Background: an optimization exercise with open tools, aiming at small area, a short achievable clock period and few clock cycles per item. Do not read the settings as production practice.
Function was checked by simulation only, so behaviour that the tests miss may differ from the original.
No activity file was given, so power comes from the tool's default toggle rates.

--- design/flow/config.mk ---
export PLATFORM = sky130hd
export DESIGN_NAME = lbm_moments
export DESIGN_NICKNAME = lbm_moments
export VERILOG_FILES = /design/flow/design.v
export SDC_FILE = /design/flow/constraint.sdc
export NUM_CORES = 4
export LEC_CHECK = 0
export CAP_MARGIN = 20
export CORE_MARGIN = 2
export CORE_UTILIZATION = 40
export PLACE_DENSITY = 0.6
export SLEW_MARGIN = 20
--- design/flow/constraint.sdc ---
create_clock -name core_clock -period 8.0 [get_ports {clk}]
set_input_delay 1.6000 -clock core_clock [delete_from_list [all_inputs] [get_ports {clk}]]
set_output_delay 1.6000 -clock core_clock [all_outputs]
set_load 0.01 [all_outputs]
--- design/flow/run.sh ---
#!/bin/bash
# synth_recipe.tcl (not shown) runs the flow's synth.tcl, then flattens the netlist and writes it again
# the make line also repeats each setting of config.mk as NAME=value (left out here)
make -C /OpenROAD-flow-scripts/flow DESIGN_CONFIG=/design/flow/config.mk WORK_HOME=/design/flow/orfs CLKGATE_MAP_FILE= SYNTH_SCRIPT=/design/flow/synth_recipe.tcl finish
--- design/flow/design.v ---
module fp_mult
	#(parameter FRACTIONAL_BITS=24,
		parameter DATA_WIDTH=32,
		parameter INTEGER_BITS=DATA_WIDTH-FRACTIONAL_BITS) (
	input logic signed [DATA_WIDTH-1:0] Din0,
	input logic signed [DATA_WIDTH-1:0] Din1,
	output logic signed [DATA_WIDTH-1:0] Dout);
	logic signed [2*DATA_WIDTH-1:0] product;
	always @ (Din0 or Din1) begin
		product = (Din0 * Din1);
		Dout = product[2*FRACTIONAL_BITS+INTEGER_BITS-1:2*FRACTIONAL_BITS-FRACTIONAL_BITS];
	end
endmodule
module fp_div #(
    parameter WIDTH=32,   
    parameter FBITS=24    
    ) (
    input wire logic clk,
    input wire logic start,           
    output     logic busy,            
    output     logic valid,           
    output     logic dbz,             
    output     logic ovf,             
    input wire logic signed [WIDTH-1:0] x,   
    input wire logic signed [WIDTH-1:0] y,   
    output		logic signed [WIDTH-1:0] q,   
    output     logic signed [WIDTH-1:0] r    
    );
    localparam FBITSW = (FBITS) ? FBITS : 1;
    logic signed [WIDTH-1:0] y1;            
    logic [WIDTH-1:0] q1, q1_next;   
    logic [WIDTH:0] ac, ac_next;     
    localparam ITER = WIDTH+FBITS;   
    logic [$clog2(ITER)-1:0] i;      
	 logic negate;
	 logic signed [WIDTH-1:0] x1;
	 assign negate = x[WIDTH-1] ^ y[WIDTH-1];  
	 assign x1 = (x > 0) ? x : -x;
	 assign y1 = (y > 0) ? y : -y;
    always_comb begin
        if (ac >= {1'b0,y1}) begin
            ac_next = ac - y1;
            {ac_next, q1_next} = {ac_next[WIDTH-1:0], q1, 1'b1};
        end else begin
            {ac_next, q1_next} = {ac, q1} << 1;
        end
    end
    always_ff @(posedge clk) begin
        if (start) begin
            valid <= 0;
            ovf <= 0;
            i <= 0;
            if (y == 0) begin   
                busy <= 0;
                dbz <= 1;
            end else begin
                busy <= 1;
                dbz <= 0;
                {ac, q1} <= {{WIDTH{1'b0}}, x1, 1'b0}; 
            end
        end else if (busy) begin
            if (i == ITER-1) begin   
                busy <= 0;
                valid <= 1;
                r <= ac_next[WIDTH:1];   
					 if (!negate) begin
						q <= q1_next;
					 end else begin
						q <= ~q1_next + 1;
					 end
            end else if (i == WIDTH-1 && q1_next[WIDTH-1:WIDTH-FBITSW]) begin  
                busy <= 0;
                ovf <= 1;
                q <= 0;
                r <= 0;
            end else begin   
                i <= i + 1;
                ac <= ac_next;
                q1 <= q1_next;
            end
        end
    end
endmodule
module adder9 #(DATA_WIDTH=32) (input logic signed [DATA_WIDTH-1:0] Din0,
										  input logic signed [DATA_WIDTH-1:0] Din1,
										  input logic signed [DATA_WIDTH-1:0] Din2,
										  input logic signed [DATA_WIDTH-1:0] Din3,
										  input logic signed [DATA_WIDTH-1:0] Din4,
										  input logic signed [DATA_WIDTH-1:0] Din5,
										  input logic signed [DATA_WIDTH-1:0] Din6,
										  input logic signed [DATA_WIDTH-1:0] Din7,
										  input logic signed [DATA_WIDTH-1:0] Din8,
										  output logic signed [DATA_WIDTH-1:0] Dout);
	assign Dout = Din0 + Din1 + Din2 + Din3 + Din4 + Din5 + Din6 + Din7 + Din8;
endmodule
module reg32 #(WIDTH=32) (input logic Clk, Reset, LD_EN,
								  input logic signed [WIDTH-1:0] Data_In,
								  output logic signed [WIDTH-1:0] Data_Out);	
	 logic [WIDTH-1:0] d_out;
	 assign Data_Out = d_out;
    always_ff @ (posedge Clk or negedge Reset)	
    begin
	 	 if (~Reset)
			  d_out <= 0;
		 else if (LD_EN)
			  d_out <= Data_In;
	 end
endmodule
module lbm_moments #(DATA_WIDTH=32, DATA_WIDTH_F=9*DATA_WIDTH, FRACTIONAL_BITS=24,
		INTEGER_BITS=DATA_WIDTH-FRACTIONAL_BITS)
		(input logic clk,
		input logic rst_n,
		input logic start,
		input logic [1:0] node_type,
		input logic [DATA_WIDTH_F-1:0] fin,
		output logic ready,
		output logic done,
		output logic [DATA_WIDTH-1:0] rho,
		output logic [DATA_WIDTH-1:0] ux,
		output logic [DATA_WIDTH-1:0] uy);
localparam logic signed [DATA_WIDTH-1:0] one = 32'h01_000000;
localparam logic signed [DATA_WIDTH-1:0] gnd = 32'h00_000000;
localparam logic signed [DATA_WIDTH-1:0] uLid = 32'h00_0CCCCC;  
localparam logic signed [DATA_WIDTH_F-1:0] cx = {32'h00_000000, 32'h01_000000, 32'h00_000000, 32'hFF_000000, 32'h00_000000, 32'h01_000000, 32'hFF_000000, 32'hFF_000000, 32'h01_000000};
localparam logic signed [DATA_WIDTH_F-1:0] cy = {32'h00_000000, 32'h00_000000, 32'h01_000000, 32'h00_000000, 32'hFF_000000, 32'h01_000000, 32'h01_000000, 32'hFF_000000, 32'hFF_000000};
typedef enum logic [2:0] {IDLE, CALC_MOMENT_1, CALC_MOMENT_2, CALC_MOMENT_3,
		CALC_MOMENT_4, CALC_MOMENT_5, CALC_MOMENT_6} state_t;
state_t State, Next_state;
logic boundary, lid;
logic div_valid, div_valid0, div_valid1;
assign div_valid = div_valid0 & div_valid1;
always_ff @ (posedge clk or negedge rst_n)
begin
	if (~rst_n)
		State <= IDLE;
	else
		State <= Next_state;
end
always_comb
begin
	Next_state = State;
	case (State)
		IDLE          : if (start) Next_state = CALC_MOMENT_1;
		CALC_MOMENT_1 : Next_state = CALC_MOMENT_2;
		CALC_MOMENT_2 : Next_state = CALC_MOMENT_3;
		CALC_MOMENT_3 : Next_state = CALC_MOMENT_4;
		CALC_MOMENT_4 : if (div_valid) Next_state = CALC_MOMENT_5;
		CALC_MOMENT_5 : Next_state = CALC_MOMENT_6;
		CALC_MOMENT_6 : Next_state = IDLE;
		default       : Next_state = IDLE;
	endcase
end
logic LD_EN_FIN, LD_EN_P, LD_EN_UX, div_start;
assign ready = (State == IDLE);
assign LD_EN_FIN = (State == IDLE) & start;
assign LD_EN_P = (State == CALC_MOMENT_1);
assign div_start = (State == CALC_MOMENT_3);
assign LD_EN_UX = (State == CALC_MOMENT_5);
assign done = (State == CALC_MOMENT_6);
logic [1:0] type_out;
logic [DATA_WIDTH_F-1:0] fin_out;
reg32 #(.WIDTH(2)) type_reg (.Clk(clk), .Reset(rst_n), .LD_EN(LD_EN_FIN), .Data_In(node_type), .Data_Out(type_out));
reg32 #(.WIDTH(DATA_WIDTH_F)) fin_reg (.Clk(clk), .Reset(rst_n), .LD_EN(LD_EN_FIN), .Data_In(fin), .Data_Out(fin_out));
assign lid = (type_out == 2'd1);
assign boundary = (type_out != 2'd0);
logic signed [DATA_WIDTH-1:0] fin_i [0:8];
logic signed [DATA_WIDTH-1:0] cxfin [0:8];
logic signed [DATA_WIDTH-1:0] cyfin [0:8];
genvar g;
generate
	for (g = 0; g < 9; g = g + 1) begin : moments
		assign fin_i[g] = fin_out[(9-g)*DATA_WIDTH-1:(8-g)*DATA_WIDTH];
		fp_mult #(.FRACTIONAL_BITS(FRACTIONAL_BITS), .DATA_WIDTH(DATA_WIDTH), .INTEGER_BITS(INTEGER_BITS)) prod_cxfin
			(.Din0(cx[(9-g)*DATA_WIDTH-1:(8-g)*DATA_WIDTH]), .Din1(fin_i[g]), .Dout(cxfin[g]));
		fp_mult #(.FRACTIONAL_BITS(FRACTIONAL_BITS), .DATA_WIDTH(DATA_WIDTH), .INTEGER_BITS(INTEGER_BITS)) prod_cyfin
			(.Din0(cy[(9-g)*DATA_WIDTH-1:(8-g)*DATA_WIDTH]), .Din1(fin_i[g]), .Dout(cyfin[g]));
	end
endgenerate
logic signed [DATA_WIDTH-1:0] pmux_in, pux_in, puy_in, p_in, p_out, pux_out, puy_out;
logic signed [DATA_WIDTH-1:0] uxmux_in, uymux_in, ux_in, uy_in, ux_out, uy_out;
adder9 #(.DATA_WIDTH(DATA_WIDTH)) fin_sum (.Din0(fin_i[0]), .Din1(fin_i[1]), .Din2(fin_i[2]), .Din3(fin_i[3]), .Din4(fin_i[4]),
	.Din5(fin_i[5]), .Din6(fin_i[6]), .Din7(fin_i[7]), .Din8(fin_i[8]), .Dout(pmux_in));
adder9 #(.DATA_WIDTH(DATA_WIDTH)) cxfin_sum (.Din0(cxfin[0]), .Din1(cxfin[1]), .Din2(cxfin[2]), .Din3(cxfin[3]), .Din4(cxfin[4]),
	.Din5(cxfin[5]), .Din6(cxfin[6]), .Din7(cxfin[7]), .Din8(cxfin[8]), .Dout(pux_in));
adder9 #(.DATA_WIDTH(DATA_WIDTH)) cyfin_sum (.Din0(cyfin[0]), .Din1(cyfin[1]), .Din2(cyfin[2]), .Din3(cyfin[3]), .Din4(cyfin[4]),
	.Din5(cyfin[5]), .Din6(cyfin[6]), .Din7(cyfin[7]), .Din8(cyfin[8]), .Dout(puy_in));
assign p_in = boundary ? one : pmux_in;
assign ux_in = lid ? uLid : (boundary ? gnd : uxmux_in);
assign uy_in = boundary ? gnd : uymux_in;
reg32 #(.WIDTH(DATA_WIDTH)) p_reg (.Clk(clk), .Reset(rst_n), .LD_EN(LD_EN_P), .Data_In(p_in), .Data_Out(p_out));
reg32 #(.WIDTH(DATA_WIDTH)) pux_reg (.Clk(clk), .Reset(rst_n), .LD_EN(LD_EN_P), .Data_In(pux_in), .Data_Out(pux_out));
reg32 #(.WIDTH(DATA_WIDTH)) puy_reg (.Clk(clk), .Reset(rst_n), .LD_EN(LD_EN_P), .Data_In(puy_in), .Data_Out(puy_out));
reg32 #(.WIDTH(DATA_WIDTH)) ux_reg (.Clk(clk), .Reset(rst_n), .LD_EN(LD_EN_UX), .Data_In(ux_in), .Data_Out(ux_out));
reg32 #(.WIDTH(DATA_WIDTH)) uy_reg (.Clk(clk), .Reset(rst_n), .LD_EN(LD_EN_UX), .Data_In(uy_in), .Data_Out(uy_out));
logic div_busy0, div_busy1, dbz0, dbz1, ovf0, ovf1;
logic signed [DATA_WIDTH-1:0] remainder0, remainder1;
fp_div #(.WIDTH(DATA_WIDTH), .FBITS(FRACTIONAL_BITS)) div_ux (.clk(clk), .start(div_start), .busy(div_busy0), .valid(div_valid0),
	.dbz(dbz0), .ovf(ovf0), .x(pux_out), .y(p_out), .q(uxmux_in), .r(remainder0));
fp_div #(.WIDTH(DATA_WIDTH), .FBITS(FRACTIONAL_BITS)) div_uy (.clk(clk), .start(div_start), .busy(div_busy1), .valid(div_valid1),
	.dbz(dbz1), .ovf(ovf1), .x(puy_out), .y(p_out), .q(uymux_in), .r(remainder1));
assign rho = p_out;
assign ux = ux_out;
assign uy = uy_out;
endmodule
==> run summary <==
- Tmin final: 7.11 ns
- Vias per cell: 5.23
- Final HPWL DP: 114 mm
- H-tree depth: 3
- Clock skew: 0.0361 ns
- Peak VDD IR: 0.130 mV
- Synth Area per Inst: 9.96 um2
- Worst R2R End: pux_reg.d_out[31]
- CP endpoint kind: flip-flop
- Vias in the first global route: 35,509
- GRT Util Overall: 0.233
- WP data required: 8.58 ns
- Pins Over Slew Limit: 0
- Yosys reg bits: 663
- Internal Power: 0.00565 W
- Pleak: 25.4 nW
- YS warnings: 10
- Finished Layout Cells: 6,712
- CTS Buf Count: 78
- Switch share: 0.220
- Cell taking the most area after synthesis: dfrtp_1
- Reg2reg path depth: 23
- Leading post-synthesis cells by cell area: dfrtp_1, fa_1, edfxtp_1
- Die Y: 349 um
- Die Footprint: 0.122 mm2
- Routed Antenna Nets: 0
- Total power: 0.00724 W
- HP Start: ux_reg.d_out[7]
- Ports: 391
- Chip Width: 349 um
- Pre-CTS WS: 0.964 ns
- Max_cap viols: 0
- Reg-to-Reg Start: fin_reg.d_out[34]
- Clock transition at the registers of the reported paths: 0.06 ns
- Post-synth EDFFs: 194
- Setup violators final: 0
- Top-count cell post-synth: inv_1
- Synth Net Count: 5,714
- WL/cell: 21.1 um
- CTS root buf: clkbuf_16
- Reg-to-reg setup timing slack: 0.89 ns
- FMAX: 141 MHz
- Seq/Total Area, Yosys: 0.366
- Worst-Margin Slew: 1.10 ns
- DR DRC count: 0
- Final Hold Fails: 0
- Hold path endpoint: ux_reg.d_out[7]
- Final WL: 141 mm
- Post-CTS Setup Inserts: 0
- RSZ-0062 raised after global routing: no
- First-pass GRT wire length: 217 mm
- Initial core utilization: 0.404
- Clock power frac: 0.492
- Worst setup SP type: flip-flop
- Synth cell types: 85
- Net switching power: 0.00159 W
- Post-Syn Area: 0.0477 mm2
- HP Class: reg -> reg
- Final setup margin: 0.886 ns
- Fillers: 11,235
- Share of layout cells above drive strength 1: 0.0597
- Cell row count: 126
- Cts repair resizes: 0
- Headroom to the max-slew limit: 0.260
- PwrDens: 130 mW/mm2
- CTS tree: built
- Post-CTS Hold Fix Bufs: 0
- Run status: timing/DRC/antenna clean
- Kind of critical path: reg -> reg
- Largest net degree at the start of global routing: 162
- Fin Setup TNS: 0 ns
- Overflow after GRT: 0
- Logic pwr share: 0.028
- Worst-Skew Late Latency: 0.67 ns
- First-pass DRT Iterations: 6
- Asr flop ratio synth: 0.683
- CTS sink count: 663
- Drt first-iter violations: 2,947
- GP Congestion: 0.940
- Arrival @ worst endpoint: 7.69 ns
- Routed vias: 35,091
- Initial antenna violation count: 10
- Clk buf depth: 3
- Sequential share of power: 0.480
- Nets: 6,031
- Tcrit/Tclk final: 0.889
- Hold-critical path depth: 2
- Top_reg_cell synth: dfrtp_1
- Synth cell count leaders: inv_1, nand2_1, fa_1, dfrtp_1, o21ai_0
- Port Buf Inserts: 390
- CP Max Fanout: 8
- Post-Synthesis Cells: 4,794
- Post-synth top area share: 0.238
- Core area: 0.118 mm2
- Placed cell count: 6,567
- Area Growth Syn to Fin: 16.7%
worst max-delay path, stage by stage (launching register included):
cell	delay, ns
dfrtp_1	0.41
or3_1	0.40
nor2_1	0.20
nand2_1	0.11
nor3b_1	0.56
nand2_1	0.36
or4_1	0.66
or2_2	0.35
xor2_1	0.21
inv_1	0.09
fa_1	0.50
inv_1	0.07
fa_1	0.55
fa_1	0.41
ha_1	0.40
and4_1	0.20
nand4_1	0.12
o21ai_0	0.10
a21oi_1	0.12
nand3_1	0.18
a41oi_1	0.39
a21oi_1	0.14
or3_1	0.31
a31oi_1	0.16
worst max path at each step:
stage / start / endpoint / cells after the start
2_1_floorplan: p_reg.d_out[20] / div_uy.q[28] / 25
4_1_cts: fin_reg.d_out[34] / pux_reg.d_out[31] / 23
5_1_grt: fin_reg.d_out[34] / pux_reg.d_out[29] / 24
3_5_place_dp: fin_reg.d_out[34] / pux_reg.d_out[31] / 23
3_3_place_gp: fin_reg.d_out[34] / pux_reg.d_out[31] / 23
6_report: fin_reg.d_out[34] / pux_reg.d_out[31] / 23
per-layer routing:
layer | vias up | global-route usage | wire (um)
met5 | - | 0 | 8
met4 | 2 | 0.0570 | 3050
met3 | 152 | 0.0381 | 9180
met2 | 1013 | 0.361 | 63000
met1 | 17380 | 0.341 | 66000
li1 | 16544 | - | -
cells by family (layout without fill, tap and decap cells):
family,Yosys count,in the layout,synth area share
DFF,663,663,0.366
muxes,122,122,0.0284
buffers and inverters,832,1211,0.0662
adders and majority gates,629,629,0.237
xor gates and xnor gates,348,348,0.0639
other,0,3,0
and+or+nand+nor,1182,1182,0.110
AOI/OAI and AO/OA,1018,1018,0.128
area by class of cell:
class                   instances  area, um2  share of cell area
well taps                    1536       1920              0.0345
clock buffers                 111       2270              0.0407
multi-input cells            3299      27100               0.487
inverters                     648       2430              0.0437
diodes                          3       7.51            0.000135
repair buffers                421       4190              0.0752
flip-flops and latches        663      17500               0.314
clock inverters                31        254             0.00456
layout by cell type (no fill, tap or decap), types with 17 or more instances in the layout:
cell type        instances
nor4_1                  18
nand2_1                611
o21bai_1                22
clkbuf_1                17
mux2_2                 108
nand2b_1                23
or4_1                   23
nor3_1                  45
ha_1                   166
a21oi_1                187
o21ai_0                403
xnor2_1                188
clkdlybuf4s50_1        389
nand4_1                 23
or3_1                   32
o41ai_1                 21
inv_1                  645
a31oi_1                 32
nor2b_1                 19
buf_4                   27
edfxtp_1               194
nor2_1                 251
a211oi_1                34
o31ai_1                 59
nand3_1                 54
clkbuf_16               81
a21o_1                  66
fa_1                   461
o21a_1                  17
xor2_1                 160
dfrtp_1                453
and3_1                  17
o21ai_1                 79
registers in the layout, summed over array words and instances (netlist names), 32 cells and up:
name / count
div_ux.ac: 33
div_ux.q1: 32
puy_reg.d_out: 32
fin_reg.d_out: 288
ux_reg.d_out: 32
div_uy.q1: 32
pux_reg.d_out: 32
div_ux.q: 32
div_uy.ac: 33
uy_reg.d_out: 32
div_uy.q: 32
p_reg.d_out: 32
through the flow:
step	hold slack, ns	util	cell area (um2)
after floorplan	0.437	-	47700
after global placement	0.461	0.450	53200
after detailed placement	0.466	0.450	53200
after CTS	0.482	0.471	55700
after global routing	0.510	0.471	55700
final	0.474	0.471	55700
power groups by stage:
stage / clock network, W / logic, W / registers (W)
after global routing: 0.00376 / 0.000222 / 0.00347
after global placement: 0 / 0.000209 / 0.00354
after floorplan: 0 / 0.00000147 / 0.00354
after detailed placement: 0 / 0.000209 / 0.00354
after CTS: 0.00365 / 0.000210 / 0.00347
final: 0.00356 / 0.000205 / 0.00347
Testbench counts, summed over its fixed seeds: cycles 32,248, nodes 512.

re-timing with driven ports:
How much do the figures lean on ideal ports? The routed layout below was timed once more, with nothing changed but the port constraints.
Step 1 assumes that a clkbuf_16 drives the clock port and a buf_2 every other input.
Step 2 moves the port delays by t, midway between the first and last clock arrival at a register: inputs arrive t later, outputs are due t later. That takes back most of the time a late clock gives input paths.
Slacks: ideal ports / drivers / drivers and shift; pairs: ideal ports / drivers.
t (ns): 0.724
setup WS [ns]: 0.886 / 0.886 / 0.886
latest minus earliest clock arrival (ns): 0.038 / 0.039
slew at the worst register clock pin (ns): 0.07 / 0.07
cell pins on the clock port's net: 1
After both steps setup and hold are still met in this run. For this run, drivers alone change the setup slack by 0.000 ns; drivers and shift together by 0.000 ns.
